From an optimization exercise on the open Yosys and OpenROAD flow, aimed at small area; shortcuts taken in it are not production practice. Only simulation tests tie the RTL to the original design; equivalence was not proved. Power is estimated from default activity; no workload was simulated.

## flow/design.v (module list and top-level ports; edited modules follow where they fit)
// module c7552_top: 542 lines
// module inv: 5 lines
// module buffer: 5 lines
// module and2: 5 lines
// module and3: 5 lines
// module and4: 5 lines
// module and5: 5 lines
// module and6: 5 lines
// module nand2: 5 lines
// module nor2: 5 lines
// module or2: 5 lines
// module or3: 5 lines
// module or4: 5 lines
// module or5: 5 lines
// module or6: 5 lines
// module Circuit7552: 204 lines
// module TopLevel7552: 54 lines
// module MuxBusXA: 9 lines
// module Mux_and_Mask32: 18 lines
// module Mux32: 9 lines
// module Mux8: 13 lines
// module InvertXB: 11 lines
// module Invert34: 10 lines
// module Invert8: 12 lines
// module MuxBusYA: 9 lines
// module MuxBusYB: 10 lines
// module AdderX34bit: 13 lines
// module GenProp34: 12 lines
// module GenProp8: 20 lines
// module CLA_CSA34: 14 lines
// module GenLocalCarry34: 14 lines
// module GenLocalCarry9: 8 lines
// module GenLocalCarry5: 12 lines
// module GenLocalCarry4: 16 lines
// module GenLocalCarry2: 8 lines
// module GenerateGlobalCarry34: 16 lines
// module CalcPivotCarry: 48 lines
// module CalcBlockCLA5: 11 lines
// module GenerateSumX: 23 lines
// module CalcSumXor6: 11 lines
// module CalcSumMux3: 16 lines
// module GenerateSumParity: 36 lines
// module SerialPar9nc: 7 lines
// module SerialPar9c: 7 lines
// module SerialPar7nc: 10 lines
// module SerialPar7c: 8 lines
// module SerialPar3nc: 6 lines
// module SerialPar3c: 7 lines
// module SelectPar9: 13 lines
// module AdderY34bit: 13 lines
// module ParityModule: 19 lines
// module ParityStrobe: 21 lines
// module ParChkBuses: 15 lines
// module Mux7: 12 lines
// module Invert7: 11 lines
// module Mask3_Not1: 10 lines
// module ParityChecker: 28 lines
// module ParityTree10bit: 12 lines
// module ParityTree8bit: 10 lines
// module Buffer34: 10 lines
// ... 15 more modules
module c7552_top (clk,
    in213, in214, in215, in216, in209, in153, in154, in155, in156, in157, in158, in159, in160, in151, in219, in220, in221, in222, in223, in224, in225, in226, in217, in231, in232, in233, in234, in235, in236, in237, in238, in135, in144, in138, in147, in66, in50, in32, in35, in47, in121, in94, in97, in118, in100, in124, in127, in130, in103, in23, in26, in29, in41, in1486, in1480, in106, in1469, in1462, in2256, in2253, in2247, in2239, in2236, in2230, in2224, in2218, in2211, in4437, in4432, in4427, in4420, in4415, in4410, in4405, in4400, in4394, in3749, in3743, in3737, in3729, in3723, in3717, in3711, in3705, in88, in112, in87, in111, in113, in110, in109, in86, in63, in64, in85, in84, in83, in65, in62, in61, in60, in79, in80, in81, in59, in78, in77, in56, in55, in54, in53, in73, in75, in76, in74, in166, in167, in168, in169, in173, in174, in175, in176, in177, in178, in179, in180, in171, in189, in190, in191, in192, in193, in194, in195, in196, in187, in200, in201, in202, in203, in204, in205, in206, in207, in18, in12, in9, in4526, in89, in38, in4528, in211, in212, in161, in227, in239, in229, in141, in115, in44, in1459, in1496, in1492, in2208, in4393, in3701, in3698, in114, in2204, in1455, in82, in58, in70, in69, in170, in164, in165, in181, in197, in208, in198, in199, in188, in172, in162, in186, in185, in182, in183, in230, in218, in152, in210, in240, in228, in184, in150, in1, in163, in15, in1197, in134, in133, in5, in57, in339,
    out469, out471, out327, out330, out333, out336, out324, out298, out301, out304, out307, out310, out313, out316, out319, out295, out347, out350, out353, out356, out359, out362, out365, out368, out344, out376, out379, out382, out385, out388, out391, out394, out397, out373, out419, out422, out270, out246, out273, out276, out258, out264, out249, out252, out338, out321, out370, out399, out416, out414, out412, out418, out410, out408, out406, out404, out440, out438, out442, out444, out446, out448, out436, out480, out482, out484, out486, out488, out490, out492, out494, out478, out524, out526, out528, out530, out532, out534, out536, out538, out522, out544, out546, out548, out550, out552, out554, out556, out558, out542, out450, out496, out540, out560, out402, out289, out292, out279, out278, out2, out3, out432, out453, out286, out341, out281, out284, out339);
  // ...
==> flow/run.sh <==
#!/bin/bash
# synth_recipe.tcl (not shown) runs the flow's synth.tcl, then flattens the netlist and writes it again
# the make line also repeats each setting of config.mk as NAME=value (left out here)
make -C /OpenROAD-flow-scripts/flow DESIGN_CONFIG=/design/flow/config.mk WORK_HOME=/design/flow/orfs CLKGATE_MAP_FILE= SYNTH_SCRIPT=/design/flow/synth_recipe.tcl finish
==> flow/config.mk <==
export PLATFORM = sky130hd
export DESIGN_NAME = c7552_top
export DESIGN_NICKNAME = c7552_top
export VERILOG_FILES = /design/flow/design.v
export SDC_FILE = /design/flow/constraint.sdc
export NUM_CORES = 4
export LEC_CHECK = 0
export CAP_MARGIN = 20
export CORE_MARGIN = 2
export CORE_UTILIZATION = 40
export SLEW_MARGIN = 20
==> flow/constraint.sdc <==
create_clock -name core_clock -period 5.0 [get_ports {clk}]
set_input_delay 1.0000 -clock core_clock [delete_from_list [all_inputs] [get_ports {clk}]]
set_output_delay 1.0000 -clock core_clock [all_outputs]
set_load 0.01 [all_outputs]
==> flow_metrics.tcl, run 1 <==
set metrics [dict create \
    outcome "finished clean" \
    design_area_um2 11700 \
    synth_xor_area_share_pct 22.6 \
    grt_setup_unrepaired "no" \
    nets 1529 \
    ant_nets 0 \
    dp.cells 1495 \
    finalHoldViolations 0 \
    grt_max_degree 55 \
    grt-ovfl-total 0 \
    synth_seq_area_share_pct 23.7 \
    cts_tree "built" \
    synthMuxAreaShare_pct 4.11 \
    synth_top_family_by_area "XOR/XNOR gates" \
    crit_start "in3701" \
    synth_cells 950 \
    cp_num_cells 12 \
    maxCapViolCount 0 \
    switchingPower_mw 1.17 \
    die_area_um2 21400 \
    fin_tns_setup_ns 0 \
    drtPass1Iterations 4 \
    ctsHtreeMaxLevel 3 \
    synth_compound_area_share_pct 14.9 \
    drtIter0Drc 315 \
    final-setup-viol-count 0 \
    worstHoldEndpoint "out339" \
    place_congestion 0.872 \
    synth.most_common_cell "xnor2_1" \
]
==> module Circuit7552, before the edit <==
module Circuit7552(
        in213, in214, in215, in216, in209, in153, in154, 
        in155, in156, in157, in158, in159, in160, in151, in219, 
        in220, in221, in222, in223, in224, in225, in226, in217, 
        in231, in232, in233, in234, in235, in236, in237, in238, 
        in135, in144, in138, in147, in66, in50, in32, in35, 
        in47, in121, in94, in97, in118, in100, in124, in127, 
        in130, in103, in23, in26, in29, in41, in1486, in1480, 
        in106, in1469, in1462, in2256, in2253, in2247, in2239, in2236, 
        in2230, in2224, in2218, in2211, in4437, in4432, in4427, in4420, 
        in4415, in4410, in4405, in4400, in4394, in3749, in3743, in3737, 
        in3729, in3723, in3717, in3711, in3705, in88, in112, in87, 
        in111, in113, in110, in109, in86, in63, in64, in85, 
        in84, in83, in65, in62, in61, in60, in79, in80, 
        in81, in59, in78, in77, in56, in55, in54, in53, 
        in73, in75, in76, in74, in166, in167, in168, in169, 
        in173, in174, in175, in176, in177, in178, in179, in180, 
        in171, in189, in190, in191, in192, in193, in194, in195, 
        in196, in187, in200, in201, in202, in203, in204, in205, 
        in206, in207, in18, in12, in9, in4526, in89, in38, 
        in4528, in211, in212, in161, in227, in239, in229, in141, 
        in115, in44, in1459, in1496, in1492, in2208, in4393, in3701, 
        in3698, in114, in2204, in1455, in82, in58, in70, in69, 
        in170, in164, in165, in181, in197, in208, in198, in199, 
        in188, in172, in162, in186, in185, in182, in183, in230, 
        in218, in152, in210, in240, in228, in184, in150, in1, 
        in163, in15, in1197, in134, in133, in5, in57, in339,
        out469, out471, out327, out330, out333, out336, out324, 
        out298, out301, out304, out307, out310, out313, out316, out319, 
        out295, out347, out350, out353, out356, out359, out362, out365, 
        out368, out344, out376, out379, out382, out385, out388, out391, 
        out394, out397, out373, out419, out422, out270, out246, out273, 
        out276, out258, out264, out249, out252, out338, out321, out370, 
        out399, out416, out414, out412, out418, out410, out408, out406, 
        out404, out440, out438, out442, out444, out446, out448, out436, 
        out480, out482, out484, out486, out488, out490, out492, out494, 
        out478, out524, out526, out528, out530, out532, out534, out536, 
        out538, out522, out544, out546, out548, out550, out552, out554, 
        out556, out558, out542, out450, out496, out540, out560, out402, 
        out289, out292, out279, out278, out2, out3, out432, out453, 
        out286, out341, out281, out284, out339);
   input
        in213, in214, in215, in216, in209, in153, in154, 
        in155, in156, in157, in158, in159, in160, in151, in219, 
        in220, in221, in222, in223, in224, in225, in226, in217, 
        in231, in232, in233, in234, in235, in236, in237, in238, 
        in135, in144, in138, in147, in66, in50, in32, in35, 
        in47, in121, in94, in97, in118, in100, in124, in127, 
        in130, in103, in23, in26, in29, in41, in1486, in1480, 
        in106, in1469, in1462, in2256, in2253, in2247, in2239, in2236, 
        in2230, in2224, in2218, in2211, in4437, in4432, in4427, in4420, 
        in4415, in4410, in4405, in4400, in4394, in3749, in3743, in3737, 
        in3729, in3723, in3717, in3711, in3705, in88, in112, in87, 
        in111, in113, in110, in109, in86, in63, in64, in85, 
        in84, in83, in65, in62, in61, in60, in79, in80, 
        in81, in59, in78, in77, in56, in55, in54, in53, 
        in73, in75, in76, in74, in166, in167, in168, in169, 
        in173, in174, in175, in176, in177, in178, in179, in180, 
        in171, in189, in190, in191, in192, in193, in194, in195, 
        in196, in187, in200, in201, in202, in203, in204, in205, 
        in206, in207, in18, in12, in9, in4526, in89, in38, 
        in4528, in211, in212, in161, in227, in239, in229, in141, 
        in115, in44, in1459, in1496, in1492, in2208, in4393, in3701, 
        in3698, in114, in2204, in1455, in82, in58, in70, in69, 
        in170, in164, in165, in181, in197, in208, in198, in199, 
        in188, in172, in162, in186, in185, in182, in183, in230, 
        in218, in152, in210, in240, in228, in184, in150, in1, 
        in163, in15, in1197, in134, in133, in5, in57, in339;
   output
        out469, out471, out327, out330, out333, out336, out324, 
        out298, out301, out304, out307, out310, out313, out316, out319, 
        out295, out347, out350, out353, out356, out359, out362, out365, 
        out368, out344, out376, out379, out382, out385, out388, out391, 
        out394, out397, out373, out419, out422, out270, out246, out273, 
        out276, out258, out264, out249, out252, out338, out321, out370, 
        out399, out416, out414, out412, out418, out410, out408, out406, 
        out404, out440, out438, out442, out444, out446, out448, out436, 
        out480, out482, out484, out486, out488, out490, out492, out494, 
        out478, out524, out526, out528, out530, out532, out534, out536, 
        out538, out522, out544, out546, out548, out550, out552, out554, 
        out556, out558, out542, out450, out496, out540, out560, out402, 
        out289, out292, out279, out278, out2, out3, out432, out453, 
        out286, out341, out281, out284, out339;
   wire VDD, GND;
   assign
     VDD = 1'b1,
     GND = 1'b0;
   wire [31:0] XA0bus, XA1bus;
   wire [31:0] YA1bus;
   wire [33:0] XBbus, YB0bus;
   wire	       CinX, CinY;
   wire	       NotMuxSel, ContBusMask0, ContBusMask1;
   wire	       XYAext, XYBext;
   wire [33:0] SumXbus;
   wire [3:0]  NotSumParbus;
   wire	       CoutX1, CoutX2;
   wire	       CoutY1, CoutY2, CoutY_17;
   wire [6:0]  PCXA0bus, PCXA1bus, PCYA0bus, PCYA1bus, PCYB0bus;
   wire [3:0]  ParCheck;
   wire [33:0] XBbufbus;
   wire [3:0]  PCYA0bufbus;
   wire [15:0] StrobeInbus;
   wire [3:0]  Not_StrobeOutbus;
   wire [7:0]  MiscInbus;
   wire [5:0]  MiscOutbus;
   assign
      XA0bus[31:0] = { in213, in214, in215, in216, in209, in153, in154,
		       in155, in156, in157, in158, in159, in160, in151,
		       in219, in220, in221, in222, in223, in224, in225,
		       in226, in217, in231, in232, in233, in234, in235,
		       in236, in237, in238, GND };
   assign
      XA1bus[31:0] = { VDD, VDD, VDD, VDD, VDD, VDD, VDD, VDD, VDD, VDD,
		       in135, in144, in138, in147, in66, in50,
		       in32, in35, in47, in121, in94, in97, in118, in100,
		       in124, in127, in130, in103, in23, in26, in29, in41};
   assign
      XBbus[33:0] = { in1496, in1492,
		      in1486, in1480, in106,  in1469, in1462, in2256, in2253,
		      in2247, in2239, in2236, in2230, in2224, in2218, in2211,
		      in4437, in4432, in4427, in4420, in4415, in4410, in4405,
		      in4400, in4394, in3749, in3743, in3737, in3729, in3723,
		      in3717, in3711, in3705, in3701 };
   assign
      YA1bus[31:0] = { in88, in112, in87, in111, in113, in110, in109, in86,
		       in63, in64, in85, in84, in83, in65, in62, in61, in60,
		       in79, in80, in81, in59, in78, in77, in56, in55, in54,
		       in53, in73, in75, in76, in74, in70};
   assign
      YB0bus[33:0] = { in2204, in1455,
		       in166, in167, in168, in169, VDD,  in173, in174, in175,
		       in176, in177, in178, in179, in180, in171, in189, in190,
		       in191, in192, in193, in194, in195, in196, in187, in200,
		       in201, in202, in203, in204, in205, in206, in207, GND};
   assign NotMuxSel = in18;
   assign
      ContBusMask0 = in12, ContBusMask1 = in9;
   assign
      CinX = in4526, CinY = in89;
   assign
      XYAext = in38, XYBext = in4528;
   assign
      PCXA0bus[6:0] = { VDD, in211, in212, in161, in227, in239, in229 },
      PCXA1bus[6:0] = { VDD, VDD, VDD, in141, in115, in44, in41 },
      PCYA0bus[6:0] = { in1459, in1496, in1492, in2208, in4393, in3701, in3698 },
      PCYA1bus[6:0] = { in114, in2204, in1455, in82, in58, in70, in69 },
      PCYB0bus[6:0] = { in170, in164, in165, in181, in197, in208, in198 };
   assign
      StrobeInbus[15:0] = { in199, in188, in172, in162, in186, in185,
			    in182, in183, in230, in218, in152, in210,
			    in240, in228, in184, in150 };
   assign
      MiscInbus[7:0] = { in57 , in5, in133, in134, in1197, in15, in163, in1 };
   assign
      { out469, out471, out327, out330, out333, out336,
	out324, out298, out301, out304, out307, out310,
	out313, out316, out319, out295, out347, out350,
	out353, out356, out359, out362, out365, out368,
	out344, out376, out379, out382, out385, out388,
	out391, out394, out397, out373} = SumXbus[33:0];
   assign out419 = SumXbus[32];     
   assign out422 = SumXbus[33];     
   assign out270 = CoutX1;
   assign out246 = CoutX1;          
   assign out273 = CoutX2;
   assign out276 = CoutX2;
   assign out258 = CoutY1;
   assign out264 = CoutY1;           
   assign out249 = CoutY2;
   assign out252 = CoutY_17;
   assign
      { out338, out321, out370, out399 } = NotSumParbus[3:0];
   assign
      { out416, out414, out412, out418 } = ParCheck[3:0];
   assign
      { out410, out408, out406, out404 } = Not_StrobeOutbus[3:0];
   assign
      { out438, out440, out442, out444, out446, out448,
	out436, out480, out482, out484, out486, out488,
	out490, out492, out494, out478, out524, out526,
	out528, out530, out532, out534, out536, out538,
	out522, out544, out546, out548, out550, out552,
	out554, out556, out558, out542 } = XBbufbus[33:0];
   assign
      { out450, out496, out540, out560 } = PCYA0bufbus[3:0];
   assign
      { out402, out289, out292, out279, out278, out2 } = MiscOutbus[5:0];
   assign
      out3 = MiscOutbus[0],
      out432 = MiscOutbus[0],
      out453 = MiscOutbus[0],
      out286 = MiscOutbus[2],
      out341 = MiscOutbus[2],
      out281 = MiscOutbus[3],
      out284 = MiscOutbus[4];
   assign out339 = in339;     
   TopLevel7552 Ckt7552( XA0bus, XA1bus, XBbus, YA1bus, YB0bus,
			 NotMuxSel, ContBusMask0, ContBusMask1,
			 XYAext, XYBext, CinX, CinY, StrobeInbus,
			 PCXA0bus, PCXA1bus, PCYA0bus, PCYA1bus, PCYB0bus,
			 SumXbus, NotSumParbus, CoutX1, CoutX2,
			 CoutY1, CoutY2, CoutY_17, ParCheck, Not_StrobeOutbus,
			 XBbufbus, PCYA0bufbus, MiscInbus, MiscOutbus );
endmodule  
==> inputs of run 2 (changes only) <==
==> flow/design.v (replaced) <==
module c7552_top (clk,
    in213, in214, in215, in216, in209, in153, in154, in155, in156, in157, in158, in159, in160, in151, in219, in220, in221, in222, in223, in224, in225, in226, in217, in231, in232, in233, in234, in235, in236, in237, in238, in135, in144, in138, in147, in66, in50, in32, in35, in47, in121, in94, in97, in118, in100, in124, in127, in130, in103, in23, in26, in29, in41, in1486, in1480, in106, in1469, in1462, in2256, in2253, in2247, in2239, in2236, in2230, in2224, in2218, in2211, in4437, in4432, in4427, in4420, in4415, in4410, in4405, in4400, in4394, in3749, in3743, in3737, in3729, in3723, in3717, in3711, in3705, in88, in112, in87, in111, in113, in110, in109, in86, in63, in64, in85, in84, in83, in65, in62, in61, in60, in79, in80, in81, in59, in78, in77, in56, in55, in54, in53, in73, in75, in76, in74, in166, in167, in168, in169, in173, in174, in175, in176, in177, in178, in179, in180, in171, in189, in190, in191, in192, in193, in194, in195, in196, in187, in200, in201, in202, in203, in204, in205, in206, in207, in18, in12, in9, in4526, in89, in38, in4528, in211, in212, in161, in227, in239, in229, in141, in115, in44, in1459, in1496, in1492, in2208, in4393, in3701, in3698, in114, in2204, in1455, in82, in58, in70, in69, in170, in164, in165, in181, in197, in208, in198, in199, in188, in172, in162, in186, in185, in182, in183, in230, in218, in152, in210, in240, in228, in184, in150, in1, in163, in15, in1197, in134, in133, in5, in57, in339,
    out469, out471, out327, out330, out333, out336, out324, out298, out301, out304, out307, out310, out313, out316, out319, out295, out347, out350, out353, out356, out359, out362, out365, out368, out344, out376, out379, out382, out385, out388, out391, out394, out397, out373, out419, out422, out270, out246, out273, out276, out258, out264, out249, out252, out338, out321, out370, out399, out416, out414, out412, out418, out410, out408, out406, out404, out440, out438, out442, out444, out446, out448, out436, out480, out482, out484, out486, out488, out490, out492, out494, out478, out524, out526, out528, out530, out532, out534, out536, out538, out522, out544, out546, out548, out550, out552, out554, out556, out558, out542, out450, out496, out540, out560, out402, out289, out292, out279, out278, out2, out3, out432, out453, out286, out341, out281, out284, out339);
  input clk;
  input in213, in214, in215, in216, in209, in153, in154, in155, in156, in157, in158, in159, in160, in151, in219, in220, in221, in222, in223, in224, in225, in226, in217, in231, in232, in233, in234, in235, in236, in237, in238, in135, in144, in138, in147, in66, in50, in32, in35, in47, in121, in94, in97, in118, in100, in124, in127, in130, in103, in23, in26, in29, in41, in1486, in1480, in106, in1469, in1462, in2256, in2253, in2247, in2239, in2236, in2230, in2224, in2218, in2211, in4437, in4432, in4427, in4420, in4415, in4410, in4405, in4400, in4394, in3749, in3743, in3737, in3729, in3723, in3717, in3711, in3705, in88, in112, in87, in111, in113, in110, in109, in86, in63, in64, in85, in84, in83, in65, in62, in61, in60, in79, in80, in81, in59, in78, in77, in56, in55, in54, in53, in73, in75, in76, in74, in166, in167, in168, in169, in173, in174, in175, in176, in177, in178, in179, in180, in171, in189, in190, in191, in192, in193, in194, in195, in196, in187, in200, in201, in202, in203, in204, in205, in206, in207, in18, in12, in9, in4526, in89, in38, in4528, in211, in212, in161, in227, in239, in229, in141, in115, in44, in1459, in1496, in1492, in2208, in4393, in3701, in3698, in114, in2204, in1455, in82, in58, in70, in69, in170, in164, in165, in181, in197, in208, in198, in199, in188, in172, in162, in186, in185, in182, in183, in230, in218, in152, in210, in240, in228, in184, in150, in1, in163, in15, in1197, in134, in133, in5, in57, in339;
  output reg out469, out471, out327, out330, out333, out336, out324, out298, out301, out304, out307, out310, out313, out316, out319, out295, out347, out350, out353, out356, out359, out362, out365, out368, out344, out376, out379, out382, out385, out388, out391, out394, out397, out373, out419, out422, out270, out246, out273, out276, out258, out264, out249, out252, out338, out321, out370, out399, out416, out414, out412, out418, out410, out408, out406, out404, out440, out438, out442, out444, out446, out448, out436, out480, out482, out484, out486, out488, out490, out492, out494, out478, out524, out526, out528, out530, out532, out534, out536, out538, out522, out544, out546, out548, out550, out552, out554, out556, out558, out542, out450, out496, out540, out560, out402, out289, out292, out279, out278, out2, out3, out432, out453, out286, out341, out281, out284, out339;
  wire c_out469;
  wire c_out471;
  wire c_out327;
  wire c_out330;
  wire c_out333;
  wire c_out336;
  wire c_out324;
  wire c_out298;
  wire c_out301;
  wire c_out304;
  wire c_out307;
  wire c_out310;
  wire c_out313;
  wire c_out316;
  wire c_out319;
  wire c_out295;
  wire c_out347;
  wire c_out350;
  wire c_out353;
  wire c_out356;
  wire c_out359;
  wire c_out362;
  wire c_out365;
  wire c_out368;
  wire c_out344;
  wire c_out376;
  wire c_out379;
  wire c_out382;
  wire c_out385;
  wire c_out388;
  wire c_out391;
  wire c_out394;
  wire c_out397;
  wire c_out373;
  wire c_out419;
  wire c_out422;
  wire c_out270;
  wire c_out246;
  wire c_out273;
  wire c_out276;
  wire c_out258;
  wire c_out264;
  wire c_out249;
  wire c_out252;
  wire c_out338;
  wire c_out321;
  wire c_out370;
  wire c_out399;
  wire c_out416;
  wire c_out414;
  wire c_out412;
  wire c_out418;
  wire c_out410;
  wire c_out408;
  wire c_out406;
  wire c_out404;
  wire c_out440;
  wire c_out438;
  wire c_out442;
  wire c_out444;
  wire c_out446;
  wire c_out448;
  wire c_out436;
  wire c_out480;
  wire c_out482;
  wire c_out484;
  wire c_out486;
  wire c_out488;
  wire c_out490;
  wire c_out492;
  wire c_out494;
  wire c_out478;
  wire c_out524;
  wire c_out526;
  wire c_out528;
  wire c_out530;
  wire c_out532;
  wire c_out534;
  wire c_out536;
  wire c_out538;
  wire c_out522;
  wire c_out544;
  wire c_out546;
  wire c_out548;
  wire c_out550;
  wire c_out552;
  wire c_out554;
  wire c_out556;
  wire c_out558;
  wire c_out542;
  wire c_out450;
  wire c_out496;
  wire c_out540;
  wire c_out560;
  wire c_out402;
  wire c_out289;
  wire c_out292;
  wire c_out279;
  wire c_out278;
  wire c_out2;
  wire c_out3;
  wire c_out432;
  wire c_out453;
  wire c_out286;
  wire c_out341;
  wire c_out281;
  wire c_out284;
  wire c_out339;
  Circuit7552 core (
    .in213(in213),
    .in214(in214),
    .in215(in215),
    .in216(in216),
    .in209(in209),
    .in153(in153),
    .in154(in154),
    .in155(in155),
    .in156(in156),
    .in157(in157),
    .in158(in158),
    .in159(in159),
    .in160(in160),
    .in151(in151),
    .in219(in219),
    .in220(in220),
    .in221(in221),
    .in222(in222),
    .in223(in223),
    .in224(in224),
    .in225(in225),
    .in226(in226),
    .in217(in217),
    .in231(in231),
    .in232(in232),
    .in233(in233),
    .in234(in234),
    .in235(in235),
    .in236(in236),
    .in237(in237),
    .in238(in238),
    .in135(in135),
    .in144(in144),
    .in138(in138),
    .in147(in147),
    .in66(in66),
    .in50(in50),
    .in32(in32),
    .in35(in35),
    .in47(in47),
    .in121(in121),
    .in94(in94),
    .in97(in97),
    .in118(in118),
    .in100(in100),
    .in124(in124),
    .in127(in127),
    .in130(in130),
    .in103(in103),
    .in23(in23),
    .in26(in26),
    .in29(in29),
    .in41(in41),
    .in1486(in1486),
    .in1480(in1480),
    .in106(in106),
    .in1469(in1469),
    .in1462(in1462),
    .in2256(in2256),
    .in2253(in2253),
    .in2247(in2247),
    .in2239(in2239),
    .in2236(in2236),
    .in2230(in2230),
    .in2224(in2224),
    .in2218(in2218),
    .in2211(in2211),
    .in4437(in4437),
    .in4432(in4432),
    .in4427(in4427),
    .in4420(in4420),
    .in4415(in4415),
    .in4410(in4410),
    .in4405(in4405),
    .in4400(in4400),
    .in4394(in4394),
    .in3749(in3749),
    .in3743(in3743),
    .in3737(in3737),
    .in3729(in3729),
    .in3723(in3723),
    .in3717(in3717),
    .in3711(in3711),
    .in3705(in3705),
    .in88(in88),
    .in112(in112),
    .in87(in87),
    .in111(in111),
    .in113(in113),
    .in110(in110),
    .in109(in109),
    .in86(in86),
    .in63(in63),
    .in64(in64),
    .in85(in85),
    .in84(in84),
    .in83(in83),
    .in65(in65),
    .in62(in62),
    .in61(in61),
    .in60(in60),
    .in79(in79),
    .in80(in80),
    .in81(in81),
    .in59(in59),
    .in78(in78),
    .in77(in77),
    .in56(in56),
    .in55(in55),
    .in54(in54),
    .in53(in53),
    .in73(in73),
    .in75(in75),
    .in76(in76),
    .in74(in74),
    .in166(in166),
    .in167(in167),
    .in168(in168),
    .in169(in169),
    .in173(in173),
    .in174(in174),
    .in175(in175),
    .in176(in176),
    .in177(in177),
    .in178(in178),
    .in179(in179),
    .in180(in180),
    .in171(in171),
    .in189(in189),
    .in190(in190),
    .in191(in191),
    .in192(in192),
    .in193(in193),
    .in194(in194),
    .in195(in195),
    .in196(in196),
    .in187(in187),
    .in200(in200),
    .in201(in201),
    .in202(in202),
    .in203(in203),
    .in204(in204),
    .in205(in205),
    .in206(in206),
    .in207(in207),
    .in18(in18),
    .in12(in12),
    .in9(in9),
    .in4526(in4526),
    .in89(in89),
    .in38(in38),
    .in4528(in4528),
    .in211(in211),
    .in212(in212),
    .in161(in161),
    .in227(in227),
    .in239(in239),
    .in229(in229),
    .in141(in141),
    .in115(in115),
    .in44(in44),
    .in1459(in1459),
    .in1496(in1496),
    .in1492(in1492),
    .in2208(in2208),
    .in4393(in4393),
    .in3701(in3701),
    .in3698(in3698),
    .in114(in114),
    .in2204(in2204),
    .in1455(in1455),
    .in82(in82),
    .in58(in58),
    .in70(in70),
    .in69(in69),
    .in170(in170),
    .in164(in164),
    .in165(in165),
    .in181(in181),
    .in197(in197),
    .in208(in208),
    .in198(in198),
    .in199(in199),
    .in188(in188),
    .in172(in172),
    .in162(in162),
    .in186(in186),
    .in185(in185),
    .in182(in182),
    .in183(in183),
    .in230(in230),
    .in218(in218),
    .in152(in152),
    .in210(in210),
    .in240(in240),
    .in228(in228),
    .in184(in184),
    .in150(in150),
    .in1(in1),
    .in163(in163),
    .in15(in15),
    .in1197(in1197),
    .in134(in134),
    .in133(in133),
    .in5(in5),
    .in57(in57),
    .in339(in339),
    .out469(c_out469),
    .out471(c_out471),
    .out327(c_out327),
    .out330(c_out330),
    .out333(c_out333),
    .out336(c_out336),
    .out324(c_out324),
    .out298(c_out298),
    .out301(c_out301),
    .out304(c_out304),
    .out307(c_out307),
    .out310(c_out310),
    .out313(c_out313),
    .out316(c_out316),
    .out319(c_out319),
    .out295(c_out295),
    .out347(c_out347),
    .out350(c_out350),
    .out353(c_out353),
    .out356(c_out356),
    .out359(c_out359),
    .out362(c_out362),
    .out365(c_out365),
    .out368(c_out368),
    .out344(c_out344),
    .out376(c_out376),
    .out379(c_out379),
    .out382(c_out382),
    .out385(c_out385),
    .out388(c_out388),
    .out391(c_out391),
    .out394(c_out394),
    .out397(c_out397),
    .out373(c_out373),
    .out419(c_out419),
    .out422(c_out422),
    .out270(c_out270),
    .out246(c_out246),
    .out273(c_out273),
    .out276(c_out276),
    .out258(c_out258),
    .out264(c_out264),
    .out249(c_out249),
    .out252(c_out252),
    .out338(c_out338),
    .out321(c_out321),
    .out370(c_out370),
    .out399(c_out399),
    .out416(c_out416),
    .out414(c_out414),
    .out412(c_out412),
    .out418(c_out418),
    .out410(c_out410),
    .out408(c_out408),
    .out406(c_out406),
    .out404(c_out404),
    .out440(c_out440),
    .out438(c_out438),
    .out442(c_out442),
    .out444(c_out444),
    .out446(c_out446),
    .out448(c_out448),
    .out436(c_out436),
    .out480(c_out480),
    .out482(c_out482),
    .out484(c_out484),
    .out486(c_out486),
    .out488(c_out488),
    .out490(c_out490),
    .out492(c_out492),
    .out494(c_out494),
    .out478(c_out478),
    .out524(c_out524),
    .out526(c_out526),
    .out528(c_out528),
    .out530(c_out530),
    .out532(c_out532),
    .out534(c_out534),
    .out536(c_out536),
    .out538(c_out538),
    .out522(c_out522),
    .out544(c_out544),
    .out546(c_out546),
    .out548(c_out548),
    .out550(c_out550),
    .out552(c_out552),
    .out554(c_out554),
    .out556(c_out556),
    .out558(c_out558),
    .out542(c_out542),
    .out450(c_out450),
    .out496(c_out496),
    .out540(c_out540),
    .out560(c_out560),
    .out402(c_out402),
    .out289(c_out289),
    .out292(c_out292),
    .out279(c_out279),
    .out278(c_out278),
    .out2(c_out2),
    .out3(c_out3),
    .out432(c_out432),
    .out453(c_out453),
    .out286(c_out286),
    .out341(c_out341),
    .out281(c_out281),
    .out284(c_out284),
    .out339(c_out339)
  );
  always @(posedge clk) begin
    out469 <= c_out469;
    out471 <= c_out471;
    out327 <= c_out327;
    out330 <= c_out330;
    out333 <= c_out333;
    out336 <= c_out336;
    out324 <= c_out324;
    out298 <= c_out298;
    out301 <= c_out301;
    out304 <= c_out304;
    out307 <= c_out307;
    out310 <= c_out310;
    out313 <= c_out313;
    out316 <= c_out316;
    out319 <= c_out319;
    out295 <= c_out295;
    out347 <= c_out347;
    out350 <= c_out350;
    out353 <= c_out353;
    out356 <= c_out356;
    out359 <= c_out359;
    out362 <= c_out362;
    out365 <= c_out365;
    out368 <= c_out368;
    out344 <= c_out344;
    out376 <= c_out376;
    out379 <= c_out379;
    out382 <= c_out382;
    out385 <= c_out385;
    out388 <= c_out388;
    out391 <= c_out391;
    out394 <= c_out394;
    out397 <= c_out397;
    out373 <= c_out373;
    out419 <= c_out419;
    out422 <= c_out422;
    out270 <= c_out270;
    out246 <= c_out246;
    out273 <= c_out273;
    out276 <= c_out276;
    out258 <= c_out258;
    out264 <= c_out264;
    out249 <= c_out249;
    out252 <= c_out252;
    out338 <= c_out338;
    out321 <= c_out321;
    out370 <= c_out370;
    out399 <= c_out399;
    out416 <= c_out416;
    out414 <= c_out414;
    out412 <= c_out412;
    out418 <= c_out418;
    out410 <= c_out410;
    out408 <= c_out408;
    out406 <= c_out406;
    out404 <= c_out404;
    out440 <= c_out440;
    out438 <= c_out438;
    out442 <= c_out442;
    out444 <= c_out444;
    out446 <= c_out446;
    out448 <= c_out448;
    out436 <= c_out436;
    out480 <= c_out480;
    out482 <= c_out482;
    out484 <= c_out484;
    out486 <= c_out486;
    out488 <= c_out488;
    out490 <= c_out490;
    out492 <= c_out492;
    out494 <= c_out494;
    out478 <= c_out478;
    out524 <= c_out524;
    out526 <= c_out526;
    out528 <= c_out528;
    out530 <= c_out530;
    out532 <= c_out532;
    out534 <= c_out534;
    out536 <= c_out536;
    out538 <= c_out538;
    out522 <= c_out522;
    out544 <= c_out544;
    out546 <= c_out546;
    out548 <= c_out548;
    out550 <= c_out550;
    out552 <= c_out552;
    out554 <= c_out554;
    out556 <= c_out556;
    out558 <= c_out558;
    out542 <= c_out542;
    out450 <= c_out450;
    out496 <= c_out496;
    out540 <= c_out540;
    out560 <= c_out560;
    out402 <= c_out402;
    out289 <= c_out289;
    out292 <= c_out292;
    out279 <= c_out279;
    out278 <= c_out278;
    out2 <= c_out2;
    out3 <= c_out3;
    out432 <= c_out432;
    out453 <= c_out453;
    out286 <= c_out286;
    out341 <= c_out341;
    out281 <= c_out281;
    out284 <= c_out284;
    out339 <= c_out339;
  end
endmodule

module Circuit7552(
        in213, in214, in215, in216, in209, in153, in154, 
        in155, in156, in157, in158, in159, in160, in151, in219, 
        in220, in221, in222, in223, in224, in225, in226, in217, 
        in231, in232, in233, in234, in235, in236, in237, in238, 
        in135, in144, in138, in147, in66, in50, in32, in35, 
        in47, in121, in94, in97, in118, in100, in124, in127, 
        in130, in103, in23, in26, in29, in41, in1486, in1480, 
        in106, in1469, in1462, in2256, in2253, in2247, in2239, in2236, 
        in2230, in2224, in2218, in2211, in4437, in4432, in4427, in4420, 
        in4415, in4410, in4405, in4400, in4394, in3749, in3743, in3737, 
        in3729, in3723, in3717, in3711, in3705, in88, in112, in87, 
        in111, in113, in110, in109, in86, in63, in64, in85, 
        in84, in83, in65, in62, in61, in60, in79, in80, 
        in81, in59, in78, in77, in56, in55, in54, in53, 
        in73, in75, in76, in74, in166, in167, in168, in169, 
        in173, in174, in175, in176, in177, in178, in179, in180, 
        in171, in189, in190, in191, in192, in193, in194, in195, 
        in196, in187, in200, in201, in202, in203, in204, in205, 
        in206, in207, in18, in12, in9, in4526, in89, in38, 
        in4528, in211, in212, in161, in227, in239, in229, in141, 
        in115, in44, in1459, in1496, in1492, in2208, in4393, in3701, 
        in3698, in114, in2204, in1455, in82, in58, in70, in69, 
        in170, in164, in165, in181, in197, in208, in198, in199, 
        in188, in172, in162, in186, in185, in182, in183, in230, 
        in218, in152, in210, in240, in228, in184, in150, in1, 
        in163, in15, in1197, in134, in133, in5, in57, in339,
        out469, out471, out327, out330, out333, out336, out324, 
        out298, out301, out304, out307, out310, out313, out316, out319, 
        out295, out347, out350, out353, out356, out359, out362, out365, 
        out368, out344, out376, out379, out382, out385, out388, out391, 
        out394, out397, out373, out419, out422, out270, out246, out273, 
        out276, out258, out264, out249, out252, out338, out321, out370, 
        out399, out416, out414, out412, out418, out410, out408, out406, 
        out404, out440, out438, out442, out444, out446, out448, out436, 
        out480, out482, out484, out486, out488, out490, out492, out494, 
        out478, out524, out526, out528, out530, out532, out534, out536, 
        out538, out522, out544, out546, out548, out550, out552, out554, 
        out556, out558, out542, out450, out496, out540, out560, out402, 
        out289, out292, out279, out278, out2, out3, out432, out453, 
        out286, out341, out281, out284, out339);
   input
        in213, in214, in215, in216, in209, in153, in154, 
        in155, in156, in157, in158, in159, in160, in151, in219, 
        in220, in221, in222, in223, in224, in225, in226, in217, 
        in231, in232, in233, in234, in235, in236, in237, in238, 
        in135, in144, in138, in147, in66, in50, in32, in35, 
        in47, in121, in94, in97, in118, in100, in124, in127, 
        in130, in103, in23, in26, in29, in41, in1486, in1480, 
        in106, in1469, in1462, in2256, in2253, in2247, in2239, in2236, 
        in2230, in2224, in2218, in2211, in4437, in4432, in4427, in4420, 
        in4415, in4410, in4405, in4400, in4394, in3749, in3743, in3737, 
        in3729, in3723, in3717, in3711, in3705, in88, in112, in87, 
        in111, in113, in110, in109, in86, in63, in64, in85, 
        in84, in83, in65, in62, in61, in60, in79, in80, 
        in81, in59, in78, in77, in56, in55, in54, in53, 
        in73, in75, in76, in74, in166, in167, in168, in169, 
        in173, in174, in175, in176, in177, in178, in179, in180, 
        in171, in189, in190, in191, in192, in193, in194, in195, 
        in196, in187, in200, in201, in202, in203, in204, in205, 
        in206, in207, in18, in12, in9, in4526, in89, in38, 
        in4528, in211, in212, in161, in227, in239, in229, in141, 
        in115, in44, in1459, in1496, in1492, in2208, in4393, in3701, 
        in3698, in114, in2204, in1455, in82, in58, in70, in69, 
        in170, in164, in165, in181, in197, in208, in198, in199, 
        in188, in172, in162, in186, in185, in182, in183, in230, 
        in218, in152, in210, in240, in228, in184, in150, in1, 
        in163, in15, in1197, in134, in133, in5, in57, in339;
   output
        out469, out471, out327, out330, out333, out336, out324, 
        out298, out301, out304, out307, out310, out313, out316, out319, 
        out295, out347, out350, out353, out356, out359, out362, out365, 
        out368, out344, out376, out379, out382, out385, out388, out391, 
        out394, out397, out373, out419, out422, out270, out246, out273, 
        out276, out258, out264, out249, out252, out338, out321, out370, 
        out399, out416, out414, out412, out418, out410, out408, out406, 
        out404, out440, out438, out442, out444, out446, out448, out436, 
        out480, out482, out484, out486, out488, out490, out492, out494, 
        out478, out524, out526, out528, out530, out532, out534, out536, 
        out538, out522, out544, out546, out548, out550, out552, out554, 
        out556, out558, out542, out450, out496, out540, out560, out402, 
        out289, out292, out279, out278, out2, out3, out432, out453, 
        out286, out341, out281, out284, out339;
   wire        M   = ~in18;                  
   wire        CBM = ~(in12 & in9);          
   wire        XYA = in38, XYB = in4528;
   wire [31:0] XA0 = { in213, in214, in215, in216, in209, in153, in154,
                       in155, in156, in157, in158, in159, in160, in151,
                       in219, in220, in221, in222, in223, in224, in225,
                       in226, in217, in231, in232, in233, in234, in235,
                       in236, in237, in238, 1'b0 };
   wire [31:0] XA1 = { 10'h3ff,
                       in135, in144, in138, in147, in66, in50,
                       in32, in35, in47, in121, in94, in97, in118, in100,
                       in124, in127, in130, in103, in23, in26, in29, in41 };
   wire [33:0] XB  = { in1496, in1492,
                       in1486, in1480, in106,  in1469, in1462, in2256, in2253,
                       in2247, in2239, in2236, in2230, in2224, in2218, in2211,
                       in4437, in4432, in4427, in4420, in4415, in4410, in4405,
                       in4400, in4394, in3749, in3743, in3737, in3729, in3723,
                       in3717, in3711, in3705, in3701 };
   wire [31:0] YA1 = { in88, in112, in87, in111, in113, in110, in109, in86,
                       in63, in64, in85, in84, in83, in65, in62, in61, in60,
                       in79, in80, in81, in59, in78, in77, in56, in55, in54,
                       in53, in73, in75, in76, in74, in70 };
   wire [33:0] YB0 = { in2204, in1455,
                       in166, in167, in168, in169, 1'b1, in173, in174, in175,
                       in176, in177, in178, in179, in180, in171, in189, in190,
                       in191, in192, in193, in194, in195, in196, in187, in200,
                       in201, in202, in203, in204, in205, in206, in207, 1'b0 };
   wire [6:0]  PCXA0 = { 1'b1, in211, in212, in161, in227, in239, in229 };
   wire [6:0]  PCXA1 = { 3'b111, in141, in115, in44, in41 };
   wire [6:0]  PCYA0 = { in1459, in1496, in1492, in2208, in4393, in3701, in3698 };
   wire [6:0]  PCYA1 = { in114, in2204, in1455, in82, in58, in70, in69 };
   wire [6:0]  PCYB0 = { in170, in164, in165, in181, in197, in208, in198 };
   wire [15:0] STR = { in199, in188, in172, in162, in186, in185,
                       in182, in183, in230, in218, in152, in210,
                       in240, in228, in184, in150 };
   wire [31:0] mask = { {10{CBM}}, 22'h3fffff };
   wire [33:0] XA  = { XYA, XYA, (M ? XA1 : XA0) & mask };
   wire [33:0] NXB = ~{ XB[33:32] & {2{XYB}}, XB[31:1], XB[0] & M };
   wire [33:0] YA  = { XYA, XYA, M ? YA1 : {~XB[31:1], 1'b1} };
   wire [33:0] YB  = { YB0[33:32] | {2{~XYB}}, (M ? XA1 : YB0[31:0]) & mask };
   wire [34:0] SX  = {1'b0, XA} + {1'b0, NXB} + {34'b0, in4526};
   wire [33:0] SumX = SX[33:0];
   wire        CoutX = SX[34];
   wire [18:0] SYL = {1'b0, YA[17:0]} + {1'b0, YB[17:0]} + {18'b0, in89};
   wire [16:0] SYH = {1'b0, YA[33:18]} + {1'b0, YB[33:18]} + {16'b0, SYL[18]};
   wire        CoutY = SYH[16], CoutY17 = SYL[18];
   wire [6:0]  PCXt = M ? PCXA1 : PCXA0;
   wire [6:0]  PCYBt = M ? PCXA1 : PCYB0;
   wire [6:0]  PCXA = { ~(PCXt[6] & CBM), PCXt[5:4] & {2{CBM}}, PCXt[3:0] };
   wire [6:0]  PCYB = { ~(PCYBt[6] & CBM), PCYBt[5:4] & {2{CBM}}, PCYBt[3:0] };
   wire [6:0]  PCYA = M ? PCYA1 : ~PCYA0;
   wire XaP = (^{XA[8:1], PCXA[1:0]}) & (^{XA[17:9], PCXA[2]}) &
              (^{XA[26:18], PCXA[3]}) & (^{XA[31:27], PCXA[6:4]});
   wire YaP = (^{YA[8:1], PCYA[1:0]}) & (^{YA[17:9], PCYA[2]}) &
              (^{YA[26:18], PCYA[3]}) & (^{YA[31:27], PCYA[6:4]});
   wire YbP = (^{YB[8:1], PCYB[1:0]}) & (^{YB[17:9], PCYB[2]}) &
              (^{YB[26:18], PCYB[3]}) & (^{YB[31:27], PCYB[6:4]});
   wire K0 = &STR[3:0], K1 = &STR[7:4], K2 = &STR[11:8], K3 = &STR[15:12];
   assign
      { out469, out471, out327, out330, out333, out336,
        out324, out298, out301, out304, out307, out310,
        out313, out316, out319, out295, out347, out350,
        out353, out356, out359, out362, out365, out368,
        out344, out376, out379, out382, out385, out388,
        out391, out394, out397, out373 } = SumX;
   assign out419 = SumX[32], out422 = SumX[33];
   assign out270 = CoutX, out246 = CoutX, out273 = CoutX, out276 = CoutX;
   assign out258 = CoutY, out264 = CoutY, out249 = CoutY, out252 = CoutY17;
   assign out338 = ~^SumX[33:27], out321 = ~^SumX[26:18],
          out370 = ~^SumX[17:9],  out399 = ~^SumX[8:0];
   assign out418 = ~(K0 & K1 & K2 & K3 & XaP & YaP & YbP),
          out412 = ~XaP, out414 = ~YaP, out416 = ~YbP;
   assign out410 = ~K3, out408 = ~K2, out406 = ~K1, out404 = ~K0;
   assign
      { out438, out440, out442, out444, out446, out448,
        out436, out480, out482, out484, out486, out488,
        out490, out492, out494, out478, out524, out526,
        out528, out530, out532, out534, out536, out538,
        out522, out544, out546, out548, out550, out552,
        out554, out556, out558, out542 } = XB;
   assign { out450, out496, out540, out560 } = { in1459, in2208, in4393, in3698 };
   assign out2 = in1, out3 = in1, out432 = in1, out453 = in1;
   assign out278 = in1 & in163;
   assign out279 = ~in15, out286 = ~in15, out341 = ~in15;
   assign out292 = ~(in134 & in133 & ~in5), out281 = ~(in134 & in133 & ~in5);
   assign out289 = ~(in1197 & ~in5), out284 = ~(in1197 & ~in5);
   assign out402 = in57 | in5;
   assign out339 = in339;
endmodule  
--- a/flow/config.mk
+++ b/flow/config.mk
@@ -6,4 +6,5 @@
 export NUM_CORES = 4
 export LEC_CHECK = 0
+export ABC_AREA = 1
 export CAP_MARGIN = 20
 export CORE_MARGIN = 2
==> run 2 against run 1 <==
Critical path depth rose by 7. Flip-flop and latch count fell by 2. Critical endpoint is now out321. Non-clock buffer count fell by 15. Critical path type unchanged.
==> flow_metrics.tcl, run 2 <==
set metrics [dict create \
    outcome "finished clean" \
    crit_chain "clkdlybuf4s50_1 > nand2_1 > inv_1 > nor2_1 > ha_1 > a21oi_1 > nor2_1 > nor2_1 > nand2_1 > a21oi_1 > nand2_1 > nand2_1 > nand2_1 > nand2_1 > nand2_1 > nand2_1 > nand2_1 > nand3_1 > nand2_1" \
    ctsHtreeMaxLevel 3 \
    multi_input_area_um2 5590 \
    cts_sinks 94 \
    wl_per_cell_um 14.9 \
    ys_top_cells_by_area "nand2_1, dfxtp_1, ha_1, inv_1, xnor2_1" \
    num_vias 9114 \
    switchingPower_mw 1.28 \
    arrival_ns 4.11 \
    grt_pass1_vias 8805 \
    regArea_um2 1880 \
    core_area_um2 21000 \
    place_congestion 0.930 \
    grt.total_usage_pct 26.5 \
    cp_common_cell "nand2_1" \
    via_per_inst 4.64 \
    synth.distinct_cells 40 \
    maxSlewViolCount 0 \
    grt_pass1_wl_mm 45.6 \
    path_buf_inv 2 \
    cts_max_path_buffers 2 \
    synthArstFlopShare_pct 0 \
    placed_area_um2 11800 \
    maxCapViolCount 0 \
    cts_made_buffers 9 \
    crit_path_top_delay_cell "nand2_1" \
    top_level_ports 316 \
    cts_tree "built" \
    intPower_mw 2.00 \
    drc 0 \
    crit_type "primary input to flip-flop" \
    fmaxAchievable_ghz 0.260 \
    yosys-top-cells-count "nand2_1, inv_1, dfxtp_1, nor2_1, ha_1" \
    drive_gt1_share_pct 2.96 \
    startpoint_type "primary input" \
    final-setup-viol-count 0 \
    powerDensity_nw_per_um2 270 \
    ys_ff_latch 94 \
    die_h_um 150 \
    clk_pin_slew_ns 0.07 \
    post_cts_resized 0 \
    antenna_found_initial 1 \
    num_rows 53 \
    period_share_pct 77.0 \
    ant_nets 0 \
    fillCellCount 2175 \
    crit_fanout 18 \
    synth.avg_cell_area_um2 6.14 \
    final_common_cell "nand2_1" \
    port-buffer-count 315 \
    final_cell_mix "nand2_1, clkdlybuf4s50_1, inv_1, dfxtp_1, nor2_1" \
    antenna_cells 0 \
    area_delta_synth_final_pct 41.8 \
    synth_top_area_share_pct 25.5 \
    drtIter0Drc 443 \
    critPathMaxStageDelay_ns 0.42 \
    die_area_um2 22500 \
    initial_utilization_pct 40.8 \
    post_cts_buffers 0 \
    design_area_um2 12100 \
    worst_pin_slew_ns 0.545 \
    drtPass1Iterations 6 \
    ctsHoldBuffers 0 \
    synth_seq_area_share_pct 22.0 \
    nets 1962 \
    netlist_area_um2 8540 \
    sequentialPowerShare_pct 27.6 \
    cp.required_ns 5.26 \
    cts_root_buf "clkbuf_16" \
    relSlewSlack_pct 63.6 \
    hold_path_class "primary input to flip-flop" \
    drt-total-wl_mm 29.4 \
    p_leak_nw 6.26 \
    ys_warn_count 1 \
    synth.most_common_cell "nand2_1" \
    sw_frac_of_total_pct 39.0 \
    synth-edff-count 0 \
    fin_tns_setup_ns 0 \
    peakVddDrop_mv 0.173 \
    synth_nets 1668 \
    combPwrFrac_pct 50.6 \
    grt_setup_unrepaired "no" \
    end_kind "flip-flop" \
    finalHoldViolations 0 \
    synth-main-ff-cell "dfxtp_1" \
    hpwl_mm 25.2 \
    crit_family "simple AND/OR/NAND/NOR gates" \
    grt-ovfl-total 0 \
    finalCriticalPeriod_ns 3.85 \
    grt_max_degree 90 \
    synth_cells 1391 \
    yosys.area.top_type "nand2_1" \
    chipWidth_um 150 \
    clockPowerShare_pct 21.8 \
]
==> run 2: path summary, 6_finish.rpt <==
check | depth (start not counted) | slack [ns] | startpoint | end
worst max-delay path | 19 | 1.15 | in12 | out321
worst min-delay path | 1 | 1.07 | in339 | out339
==> run 2: per-stage QoR <==
stage               hold slack (ns)  power, mW  util, %  setup WS [ns]  std cells
global route                   1.05       3.54     57.8          0.789       1965
finish                         1.07       3.27     57.8           1.15       1965
global placement               1.45       2.56     56.3          0.911       1949
floorplan                      1.03       1.92        -           1.39       1391
CTS                            1.06       3.30     57.8           1.22       1965
detailed placement             1.45       2.58     56.3          0.851       1949
==> run 2: cells by family (layout without fill, tap and decap cells) <==
group | count (synthesis) | in the layout | share of synthesized area, %
simple gates | 760 | 760 | 35.8
buf+inv | 248 | 547 | 12.5
xor+xnor | 117 | 117 | 12.5
compound gates | 103 | 103 | 6.90
flops | 94 | 94 | 22.0
fa+ha+maj | 69 | 69 | 10.3
==> run 2: final cells by class <==
class | instances | area share (%)
clock buffer | 9 | 1.86
multi-input combinational | 1049 | 46.2
tap | 275 | 2.84
timing repair buffer | 318 | 26.3
inverter | 213 | 6.62
sequential | 94 | 15.5
clock inverter | 7 | 0.661
==> run 2: power by group through the flow <==
stage	combinational (mW)	clock, mW	sequential, mW
2_1_floorplan	0.942	0	0.979
3_3_place_gp	1.64	0	0.920
3_5_place_dp	1.66	0	0.919
4_1_cts	1.67	0.727	0.903
5_1_grt	1.86	0.764	0.914
6_report	1.66	0.714	0.901
==> run 2: routing by layer <==
layer  part of all wire, %  global-route usage (%)  up-vias
met3                   7.8                    5.94       40
met5                     0                       0        -
li1                      -                       -     4824
met2                    49                    48.9      311
met4                   2.4                    8.02        0
met1                    40                    30.2     3939
==> inputs of run 3 (changes only) <==
--- a/flow/config.mk
+++ b/flow/config.mk
@@ -6,5 +6,4 @@
 export NUM_CORES = 4
 export LEC_CHECK = 0
-export ABC_AREA = 1
 export CAP_MARGIN = 20
 export CORE_MARGIN = 2
==> run 3 against run 2 <==
Synthesized area decreased by 14%. Wire length decreased by 16%. Non-clock buffer count is 23 higher. Critical path depth is 5 lower. Flip-flop and latch count is the same. Worst hold slack gained 0.0059 ns. Critical endpoint is now out338. Largest power group unchanged.
==> flow_metrics.tcl, run 3 <==
set metrics [dict create \
    outcome "finished clean" \
    synth_cells 858 \
    top_level_ports 316 \
    switchingPower_mw 1.08 \
    final_core_util_pct 60.8 \
    ys_top_cells_by_area "dfxtp_1, ha_1, xnor2_1, a21oi_1, nand2_1" \
    combPwrFrac_pct 50.9 \
    ys_warn_count 1 \
    hold_path_class "primary input to flip-flop" \
    clockPowerShare_pct 20.9 \
    grt-ovfl-total 0 \
    synth.most_common_cell "dfxtp_1" \
    finalCriticalPeriod_ns 4.48 \
    chipWidth_um 140 \
    synth.avg_cell_area_um2 8.57 \
    relSlewSlack_pct 70.3 \
    drive_gt1_share_pct 6.98 \
    maxSlewViolCount 0 \
    final_cell_mix "clkdlybuf4s50_1, dfxtp_1, nand2_1, a21oi_1, xnor2_1" \
    fillCellCount 1661 \
    maxCapViolCount 0 \
    drtPass1Iterations 5 \
    drt-total-wl_mm 24.6 \
    initial_utilization_pct 40.8 \
    place_congestion 0.912 \
    arrival_ns 4.73 \
    grt_setup_unrepaired "no" \
    ys_ff_latch 94 \
    hpwl_mm 21.3 \
    synth-edff-count 0 \
    intPower_mw 2.18 \
    antenna_cells 0 \
    die_area_um2 19500 \
    ant_nets 0 \
    area_delta_synth_final_pct 49.0 \
    drtIter0Drc 356 \
    synth_seq_area_share_pct 25.6 \
    crit_fanout 3 \
    worst_slack_ns 0.515 \
    post_cts_resized 0 \
    sequentialPowerShare_pct 28.2 \
    yosys.area_share.adder_pct 11.9 \
    startpoint_type "primary input" \
    port-buffer-count 315 \
    worst_pin_slew_ns 0.440 \
    crit_type "primary input to flip-flop" \
    grt_pass1_wl_mm 38.0 \
    sw_frac_of_total_pct 33.1 \
    cts_made_buffers 9 \
    placed_area_um2 10700 \
    fmaxAchievable_ghz 0.223 \
    powerDensity_nw_per_um2 297 \
    post_cts_buffers 0 \
    end_kind "flip-flop" \
    cts_max_path_buffers 2 \
    final_common_cell "clkdlybuf4s50_1" \
    synth_top_family_by_area "XOR/XNOR gates" \
    peakVddDrop_mv 0.336 \
    clk_pin_slew_ns 0.07 \
    synth_simple_gate_area_share_pct 17.2 \
    cts_sinks 94 \
    drc 0 \
    p_leak_nw 4.93 \
    nets 1446 \
    design_area_um2 11000 \
    ctsHtreeMaxLevel 3 \
    num_vias 6930 \
    synth-main-ff-cell "dfxtp_1" \
    via_per_inst 4.94 \
    synth_top_area_share_pct 25.6 \
    synthMuxAreaShare_pct 0.749 \
    grt.total_usage_pct 25.3 \
    period_share_pct 89.7 \
    die_h_um 140 \
    holdPathStages 1 \
    yosys.area.top_type "dfxtp_1" \
    synth_compound_area_share_pct 16.1 \
    netlist_area_um2 7350 \
    cts_tree "built" \
    final-setup-viol-count 0 \
    grt_pass1_vias 6970 \
    cp.required_ns 5.24 \
    fin_tns_setup_ns 0 \
    synth.distinct_cells 65 \
    synth_nets 1135 \
    yosys-top-cells-count "dfxtp_1, nand2_1, a21oi_1, xnor2_1, ha_1" \
    finalHoldViolations 0 \
    place_ws_ns 0.151 \
    grt_max_degree 43 \
    cts_root_buf "clkbuf_16" \
    wl_per_cell_um 17.5 \
    synth_xor_area_share_pct 21.0 \
    core_area_um2 18000 \
    num_rows 49 \
    antenna_found_initial 0 \
    synthArstFlopShare_pct 0 \
    ctsHoldBuffers 0 \
]
[run 3: cell types whose count changed after synthesis, sizes merged, moves of 15 or more]
cell and delta:
o21ai -24, inv -149, nor2 -29, nand3 -48, a21o +22, nand2 -480
xnor3 +15, a21oi +52, nand2b +28
[run 3: path summary, 6_finish.rpt]
kind / start / endpoint / slack [ns]
hold / removal: in339 / out339 / 1.08
setup / recovery: in41 / out338 / 0.52
[run 3: power by group through the flow]
stage	Combinational [mW]	Clock [mW]	Sequential, mW
2_1_floorplan	0.954	0	1.00
3_3_place_gp	1.66	0	0.935
3_5_place_dp	1.66	0	0.938
4_1_cts	1.67	0.700	0.922
5_1_grt	1.81	0.734	0.932
6_report	1.66	0.681	0.919
[run 3: layout make-up]
class                   instances  area [um2]  share of cell area, %
repair buffers                341        3350                   30.5
clock inverters                 6        52.6                  0.480
well taps                     229         287                   2.62
clock buffers                  10         229                   2.09
flip-flops and latches         94        1880                   17.2
inverters                      63         236                   2.16
multi-input cells             660        4920                   44.9
[run 3: logic make-up (layout without fill, tap and decap cells)]
kind of cell	after synthesis	in the layout
compound gates	192	192
fa+ha+maj	69	69
xor+xnor	140	140
mux	5	5
simple gates	254	254
flops	94	94
buf+inv	104	420
[run 3: critical path, stage by stage]
cell and delay, ns:
clkdlybuf4s50_1 0.49, nand2b_1 0.11, fa_1 0.50, fa_1 0.46, nor2b_1 0.16, o31a_1 0.19, a41oi_1 0.19, a211oi_2 0.33
a31oi_2 0.16, nor2b_1 0.23, a21oi_1 0.11, xnor2_1 0.19, xnor3_1 0.27, xnor3_1 0.33
[run 3: layer usage]
metal  vias up  share of wire, %  GRT usage, %
met5         -                 0             0
met4         0               2.1          7.05
met3        29               6.2          5.26
met2       256                45          39.8
met1      3120                47          35.2
li1       3525                 -             -
[run 3: through the flow]
step | hold slack [ns] | std cells | total power [mW]
finish | 1.08 | 1403 | 3.26
global route | 1.06 | 1403 | 3.47
detailed placement | 1.45 | 1387 | 2.60
global placement | 1.45 | 1387 | 2.59
floorplan | 1.03 | 858 | 1.96
CTS | 1.07 | 1403 | 3.29
==> inputs of run 4 (changes only) <==
==> flow/flow/run.sh (new file) <==
#!/bin/bash
set -euo pipefail
export BUFFER_PORTS_ARGS="-buffer_cell sky130_fd_sc_hd__buf_1"
bash standard.sh > make_flow.log 2>&1
==> flow/standard.sh (new file) <==
#!/bin/bash
# synth_recipe.tcl (not shown) runs the flow's synth.tcl, then flattens the netlist and writes it again
# the make line also repeats each setting of config.mk as NAME=value (left out here)
make -C /OpenROAD-flow-scripts/flow DESIGN_CONFIG=/design/flow/config.mk WORK_HOME=/design/flow/orfs CLKGATE_MAP_FILE= SYNTH_SCRIPT=/design/flow/synth_recipe.tcl "${@:-finish}"
removed: flow/run.sh
==> run 4 against run 3 <==
Synthesized cell count stayed put. Sequential share of layout area is 3.9 points higher. Still clean on timing, DRC and antenna. Synthesized area is the same. First-iteration DRC count is 9.8% higher. Largest power group unchanged. Combinational power down 17%. Non-clock buffer count is 12 lower. Critical path depth is 2 higher.
==> flow_metrics.tcl, run 4 <==
set metrics [dict create \
    cts_max_path_buffers 2 \
    relSlewSlack_pct 69.2 \
    core_area_um2 18000 \
    final_common_cell "buf_1" \
    cts_root_buf "clkbuf_16" \
    synth.distinct_cells 65 \
    yosys.area.top_type "dfxtp_1" \
    synth-main-ff-cell "dfxtp_1" \
    drive_gt1_share_pct 6.02 \
    crit_chain "clkbuf_4 > buf_12 > buf_4 > nand2b_1 > nand2_2 > ha_1 > nand2_1 > or4_1 > a211oi_2 > nor4_2 > nor2_2 > a221oi_2 > xnor2_2 > xor2_1 > xnor3_1 > xnor3_1" \
    ys_top_cells_by_area "dfxtp_1, ha_1, xnor2_1, a21oi_1, nand2_1" \
    synth_cells 858 \
    peakVddDrop_mv 0.267 \
    final-setup-viol-count 0 \
    ctsHoldBuffers 0 \
    clk_pin_slew_ns 0.07 \
    outcome "finished clean" \
    final_cell_mix "buf_1, dfxtp_1, nand2_1, a21oi_1, xnor2_1" \
    drt-total-wl_mm 22.9 \
    chipWidth_um 140 \
    num_rows 49 \
    post_cts_buffers 0 \
    port-buffer-count 315 \
    p_leak_nw 4.02 \
    synth_top_area_share_pct 25.6 \
    area_delta_synth_final_pct 21.2 \
    grt-ovfl-total 0 \
    ys_ff_latch 94 \
    ant_nets 0 \
    grt_max_degree 39 \
    grt_pass1_vias 6602 \
    cts_tree "built" \
    synthArstFlopShare_pct 0 \
    finalHoldViolations 0 \
    grt.total_usage_pct 22.7 \
    worst_pin_slew_ns 0.457 \
    synth.most_common_cell "dfxtp_1" \
    place_congestion 0.987 \
    finalCriticalPeriod_ns 4.47 \
    drc 0 \
    fmaxAchievable_ghz 0.224 \
    via_per_inst 4.96 \
    synth_nets 1135 \
    powerDensity_nw_per_um2 332 \
    startpoint_type "primary input" \
    crit_path_top_delay_cell "or4_1" \
    synth-edff-count 0 \
    post_cts_resized 0 \
    wl_per_cell_um 16.4 \
    ys_warn_count 1 \
    cp.required_ns 5.24 \
    ctsHtreeMaxLevel 3 \
    nets 1434 \
    fin_tns_setup_ns 0 \
    synth_seq_area_share_pct 25.6 \
    grt_pass1_wl_mm 34.9 \
    synth.avg_cell_area_um2 8.57 \
    critPathMaxStageDelay_ns 0.44 \
    maxSlewViolCount 0 \
    period_share_pct 89.5 \
    die_h_um 140 \
    num_vias 6904 \
    netlist_area_um2 7350 \
    maxCapViolCount 0 \
    crit_fanout 38 \
    top_level_ports 316 \
    end_kind "flip-flop" \
    cts_sinks 94 \
    place_ws_ns 0.164 \
    initial_utilization_pct 40.8 \
    crit_type "primary input to flip-flop" \
    die_area_um2 19500 \
    worst_slack_ns 0.527 \
    antenna_found_initial 0 \
    drtPass1Iterations 5 \
    arrival_ns 4.71 \
    antenna_cells 0 \
    cts_made_buffers 9 \
    hpwl_mm 19.6 \
    hold_path_class "primary input to flip-flop" \
    grt_setup_unrepaired "no" \
    drtIter0Drc 391 \
    yosys-top-cells-count "dfxtp_1, nand2_1, a21oi_1, xnor2_1, ha_1" \
    cp_common_cell "xnor3_1" \
]
## run 4: cell counts after synthesis
No cell type changed its count.
## run 4: power by group
| part | switching [mW] | internal [mW] | total [mW] |
|---|---|---|---|
| clock | 0.322 | 0.347 | 0.669 |
| sequential | 0.0322 | 0.883 | 0.915 |
| combinational | 0.705 | 0.666 | 1.37 |
| total | 1.06 | 1.90 | 2.96 |
## run 4: layout make-up
cell class / count / area, um2
fill: 1854 / 9110
multi-input combinational: 660 / 4920
sequential: 94 / 1880
timing repair buffer: 329 / 1300
tap: 229 / 287
inverter: 63 / 236
clock buffer: 10 / 229
clock inverter: 6 / 51.3
## run 4: layer usage
metal  wire length [um]  part of all wire (%)  track usage, %
met1              10600                    46            31.2
met2              10500                    46            37.3
met3               1470                   6.4            4.23
met4                299                   1.3            5.21
met5                  0                     0               0
## run 4: critical path, delay by kind of cell
kind,cells,cell delay (ns)
compound gates,2,0.33
buf+inv,3,0.70
fa+ha+maj,1,0.39
xor+xnor,4,1.14
simple gates,6,1.14
## run 4: cell families after synthesis
family	after synthesis	synth area share, %
compound gates	192	16.1
xor+xnor	140	21.0
fa+ha+maj	69	11.9
buf+inv	104	7.44
flops	94	25.6
mux	5	0.749
simple gates	254	17.2
## run 4: per-stage QoR
step / cell area, um2 / util (%) / hold WS (ns) / power, mW / instances
after floorplan: 7360 / - / 1.03 / 1.96 / 858
after global placement: 8630 / 47.9 / 1.09 / 2.30 / 1375
after detailed placement: 8630 / 47.9 / 1.11 / 2.31 / 1375
after CTS: 8910 / 49.5 / 0.733 / 2.98 / 1391
after global routing: 8910 / 49.5 / 0.732 / 3.14 / 1391
final: 8910 / 49.5 / 0.743 / 2.96 / 1391
## run 4: path summary, 6_finish.rpt
path	startpoint	to	cells past startpoint
max	in18	out338	16
min	in339	out339	1

-- afterwards: timing with drivers on the ports --
No port has a modelled driver above. Below, the same layouts with a new extraction and two added sets of constraints. Step 1 (the two cells are an assumption about what drives the block):
set clk [get_ports {clk}]
set_driving_cell -lib_cell sky130_fd_sc_hd__clkbuf_16 $clk
set_driving_cell -lib_cell sky130_fd_sc_hd__buf_2 [delete_from_list [all_inputs] $clk]
Step 2 adds t to the input delays and takes it off the output delays; t is the mean of the earliest and latest rising clock arrival at the registers after step 1. Input paths then give back, and output paths get back, about the clock's delay inside the block. Slacks: ideal ports / drivers / drivers and shift; pairs: ideal ports / drivers.
| run | shift t [ns] | slack for setup (ns) | worst setup path at the end | clock arrival spread, ns |
|---|---|---|---|---|
| run 1 | 0.395 | 0.629 / 0.652 / 0.258 | input to register | 0.011 / 0.011 |
| run 2 | 0.410 | 1.152 / 1.176 / 0.766 | input to register | 0.014 / 0.014 |
| run 3 | 0.399 | 0.515 / 0.532 / 0.133 | input to register | 0.011 / 0.011 |
| run 4 | 0.398 | 0.527 / 0.544 / 0.147 | input to register | 0.014 / 0.013 |
After both steps every run listed still meets setup and hold. The setup slack of run 2, which loses most, moves by +0.024 ns with the drivers and by -0.386 ns with both steps.
